Source: an optimization exercise on an open RTL-to-GDS flow (aim: small area, a short achievable clock period and few clock cycles). Production flows keep margins and buffers that such runs may drop.
Only simulation tests tie the RTL to the original design; equivalence was not proved.
Power and IR drop assume default switching activity.

==> flow/design.v (excerpt) <==
module micro_riscv(
  input logic         clk_i,
  input logic         reset_i,
  output logic [31:0] cpu_data_addr_o,
  input  logic [31:0] cpu_data_rdata_i,
  output logic [31:0] cpu_data_wdata_o,
  output logic        cpu_data_re_o,
  output logic        cpu_data_we_o,
  output logic [31:0] cpu_instr_addr_o,
  input  logic [31:0] cpu_instr_rdata_i,
  output logic        cpu_finish_o
);
Settings: LEC_CHECK=0, CAP_MARGIN=20, CORE_MARGIN=2, CORE_UTILIZATION=45, CTS_CLUSTER_DIAMETER=100, CTS_CLUSTER_SIZE=24, PLACE_DENSITY=0.65, SLEW_MARGIN=20, TNS_END_PERCENT=0; clock period 16.0 ns.
standard.sh (not shown) runs the stock make flow with config.mk's settings and CLKGATE_MAP_FILE= SYNTH_SCRIPT=/design/flow/synth_recipe.tcl, a recipe that flattens the netlist after the stock synthesis.
==> flow/flow/run.sh <==
#!/bin/bash
set -euo pipefail
export SETUP_SLACK_MARGIN=11.5
export BUFFER_PORTS_ARGS="-buffer_cell sky130_fd_sc_hd__buf_4"
DONT_USE="sky130_fd_sc_hd__probe_p_8 sky130_fd_sc_hd__probec_p_8 sky130_fd_sc_hd__lpflow_bleeder_1 sky130_fd_sc_hd__lpflow_clkbufkapwr_1 sky130_fd_sc_hd__lpflow_clkbufkapwr_16 sky130_fd_sc_hd__lpflow_clkbufkapwr_2 sky130_fd_sc_hd__lpflow_clkbufkapwr_4 sky130_fd_sc_hd__lpflow_clkbufkapwr_8 sky130_fd_sc_hd__lpflow_clkinvkapwr_1 sky130_fd_sc_hd__lpflow_clkinvkapwr_16 sky130_fd_sc_hd__lpflow_clkinvkapwr_2 sky130_fd_sc_hd__lpflow_clkinvkapwr_4 sky130_fd_sc_hd__lpflow_clkinvkapwr_8 sky130_fd_sc_hd__lpflow_decapkapwr_12 sky130_fd_sc_hd__lpflow_decapkapwr_3 sky130_fd_sc_hd__lpflow_decapkapwr_4 sky130_fd_sc_hd__lpflow_decapkapwr_6 sky130_fd_sc_hd__lpflow_decapkapwr_8 sky130_fd_sc_hd__lpflow_inputiso0n_1 sky130_fd_sc_hd__lpflow_inputiso0p_1 sky130_fd_sc_hd__lpflow_inputiso1n_1 sky130_fd_sc_hd__lpflow_inputiso1p_1 sky130_fd_sc_hd__lpflow_inputisolatch_1 sky130_fd_sc_hd__lpflow_isobufsrc_1 sky130_fd_sc_hd__lpflow_isobufsrc_16 sky130_fd_sc_hd__lpflow_isobufsrc_2 sky130_fd_sc_hd__lpflow_isobufsrc_4 sky130_fd_sc_hd__lpflow_isobufsrc_8 sky130_fd_sc_hd__lpflow_isobufsrckapwr_16 sky130_fd_sc_hd__lpflow_lsbuf_lh_hl_isowell_tap_1 sky130_fd_sc_hd__lpflow_lsbuf_lh_hl_isowell_tap_2 sky130_fd_sc_hd__lpflow_lsbuf_lh_hl_isowell_tap_4 sky130_fd_sc_hd__lpflow_lsbuf_lh_isowell_4 sky130_fd_sc_hd__lpflow_lsbuf_lh_isowell_tap_1 sky130_fd_sc_hd__lpflow_lsbuf_lh_isowell_tap_2 sky130_fd_sc_hd__lpflow_lsbuf_lh_isowell_tap_4 sky130_fd_sc_hd__a2111o_1 sky130_fd_sc_hd__a2111o_2 sky130_fd_sc_hd__a2111o_4 sky130_fd_sc_hd__a2111oi_0 sky130_fd_sc_hd__a2111oi_1 sky130_fd_sc_hd__a2111oi_2 sky130_fd_sc_hd__a2111oi_4 sky130_fd_sc_hd__a222oi_1 sky130_fd_sc_hd__a311o_1 sky130_fd_sc_hd__a311o_2 sky130_fd_sc_hd__a311o_4 sky130_fd_sc_hd__a311oi_1 sky130_fd_sc_hd__a311oi_2 sky130_fd_sc_hd__a311oi_4 sky130_fd_sc_hd__a32o_1 sky130_fd_sc_hd__a32o_2 sky130_fd_sc_hd__a32o_4 sky130_fd_sc_hd__a32oi_1 sky130_fd_sc_hd__a32oi_2 sky130_fd_sc_hd__a32oi_4 sky130_fd_sc_hd__a41o_1 sky130_fd_sc_hd__a41o_2 sky130_fd_sc_hd__a41o_4 sky130_fd_sc_hd__a41oi_1 sky130_fd_sc_hd__a41oi_2 sky130_fd_sc_hd__a41oi_4 sky130_fd_sc_hd__nor4_1 sky130_fd_sc_hd__nor4_2 sky130_fd_sc_hd__nor4_4 sky130_fd_sc_hd__nor4b_1 sky130_fd_sc_hd__nor4b_2 sky130_fd_sc_hd__nor4b_4 sky130_fd_sc_hd__nor4bb_1 sky130_fd_sc_hd__nor4bb_2 sky130_fd_sc_hd__nor4bb_4 sky130_fd_sc_hd__o2111a_1 sky130_fd_sc_hd__o2111a_2 sky130_fd_sc_hd__o2111a_4 sky130_fd_sc_hd__o2111ai_1 sky130_fd_sc_hd__o2111ai_2 sky130_fd_sc_hd__o2111ai_4 sky130_fd_sc_hd__o311a_1 sky130_fd_sc_hd__o311a_2 sky130_fd_sc_hd__o311a_4 sky130_fd_sc_hd__o311ai_0 sky130_fd_sc_hd__o311ai_1 sky130_fd_sc_hd__o311ai_2 sky130_fd_sc_hd__o311ai_4 sky130_fd_sc_hd__o32a_1 sky130_fd_sc_hd__o32a_2 sky130_fd_sc_hd__o32a_4 sky130_fd_sc_hd__o32ai_1 sky130_fd_sc_hd__o32ai_2 sky130_fd_sc_hd__o32ai_4 sky130_fd_sc_hd__o41a_1 sky130_fd_sc_hd__o41a_2 sky130_fd_sc_hd__o41a_4 sky130_fd_sc_hd__o41ai_1 sky130_fd_sc_hd__o41ai_2 sky130_fd_sc_hd__o41ai_4 sky130_fd_sc_hd__or4_1 sky130_fd_sc_hd__or4_2 sky130_fd_sc_hd__or4_4 sky130_fd_sc_hd__or4b_1 sky130_fd_sc_hd__or4b_2 sky130_fd_sc_hd__or4b_4 sky130_fd_sc_hd__or4bb_1 sky130_fd_sc_hd__or4bb_2 sky130_fd_sc_hd__or4bb_4"
bash standard.sh "DONT_USE_CELLS=$DONT_USE" finish > standard_flow.log 2>&1
Testbench counts at the start, summed over its fixed seeds: cycles 35,011.
==> next run, changes <==
Settings changed: CTS_CLUSTER_SIZE 24 to 20.
Outcome: Clock-buffer cell count rises by 17; wire length is higher by 0.33%; die area stays the same; sequential share of layout area decreases by 0.23 points; core utilization climbs by 0.22 points; clock power grows by 14%; power increases by 4.4%.
==> next run, changes <==
Settings changed: CTS_CLUSTER_SIZE 20 to 24, TNS_END_PERCENT 0 to 2.
Worst setup slack improves by 0.054 ns.
Non-clock buffer count increases by 16.
Utilization decreases by 0.22 points.
Final cell count stays flat.
Power decreases by a few percent.
Synthesized cell count does not change.
Sequential cell count does not change.
Final area decreases slightly.
Wire length barely changes.
Area after synthesis stays the same.


Setup of nickel:
micro_riscv again, from the RTL that the note above started with.
## micro_riscv
module micro_riscv(
  input logic         clk_i,
  input logic         reset_i,
  output logic [31:0] cpu_data_addr_o,
  input  logic [31:0] cpu_data_rdata_i,
  output logic [31:0] cpu_data_wdata_o,
  output logic        cpu_data_re_o,
  output logic        cpu_data_we_o,
  output logic [31:0] cpu_instr_addr_o,
  input  logic [31:0] cpu_instr_rdata_i,
  output logic        cpu_finish_o
);
export LEC_CHECK = 0
export CAP_MARGIN = 20
export CORE_MARGIN = 2
export CORE_UTILIZATION = 45
export CTS_CLUSTER_DIAMETER = 100
export CTS_CLUSTER_SIZE = 16
export PLACE_DENSITY = 0.65
export SLEW_MARGIN = 20
export TNS_END_PERCENT = 0
create_clock -name core_clock -period 16.0 [get_ports {clk_i}]
==> flow/flow/run.sh <==
#!/bin/bash
set -euo pipefail
export SETUP_SLACK_MARGIN=11.5
export BUFFER_PORTS_ARGS="-buffer_cell sky130_fd_sc_hd__buf_4"
bash standard.sh > standard_flow.log 2>&1
In summary, nickel completed successfully, with a layout that passed the timing, design-rule and antenna checks.
Testbench counts of nickel, summed over its fixed seeds: cycles 35,011.
Input-level comparison between garnet and nickel:
- changing CTS_CLUSTER_SIZE from 16 to 20
[summary]
garnet vs. nickel: die area level; clock network area share moved down; total power moved down.
In the metrics for nickel and garnet, the one carrying the higher final worst slack is nickel.
Between garnet and nickel, the count of filler cells inserted in the layout does not differ in any meaningful way.
Between nickel and garnet, logic depth of the worst path, buffers included is higher for nickel, garnet comes in under that.
Between nickel and garnet, the difference in sequential share of layout area is negligible.
Higher iteration count of the initial detailed-routing pass goes to garnet over nickel.
Summary of garnet over nickel: switching power of the nets dropped about 1.8%, final core utilization level.

==> re-timing with driven ports <==
In the flow no input, the clock included, has a driving cell. The finished layouts below were timed again as built, in two steps. Step 1 (the two cells are an assumption about what drives the block):
set clk [get_ports {clk_i}]
set_driving_cell -lib_cell sky130_fd_sc_hd__clkbuf_16 $clk
set_driving_cell -lib_cell sky130_fd_sc_hd__buf_2 [delete_from_list [all_inputs] $clk]
Step 2 moves the port delays by t, midway between the first and last clock arrival at a register: inputs arrive t later, outputs are due t later. That takes back most of the time a late clock gives input paths. Slacks: no drivers / after step 1 / after step 2; pairs: no drivers / after step 1.
| run | t (ns) | setup slack, ns | hold slack, ns | worst setup path at the end | pins driven straight from the clock port |
|---|---|---|---|---|---|
| the first run of note 1 | 0.839 | 11.283 / 11.240 / 10.843 | 0.453 / 0.453 / 0.453 | input to register | 1 |
| the second run of note 1 | 0.801 | 11.253 / 11.253 / 10.891 | 0.452 / 0.452 / 0.452 | input to register | 1 |
| the third run of note 1 | 0.834 | 11.307 / 11.251 / 10.804 | 0.452 / 0.452 / 0.452 | input to register | 1 |
| nickel | 0.801 | 11.099 / 11.099 / 10.921 | 0.435 / 0.435 / 0.435 | input to register | 1 |
| garnet | 0.802 | 11.073 / 11.073 / 10.857 | 0.434 / 0.434 / 0.434 | input to register | 1 |
After both steps setup and hold are still met in every run listed. For the third run of note 1, which loses most, drivers alone change the setup slack by -0.056 ns; drivers and shift together by -0.503 ns.
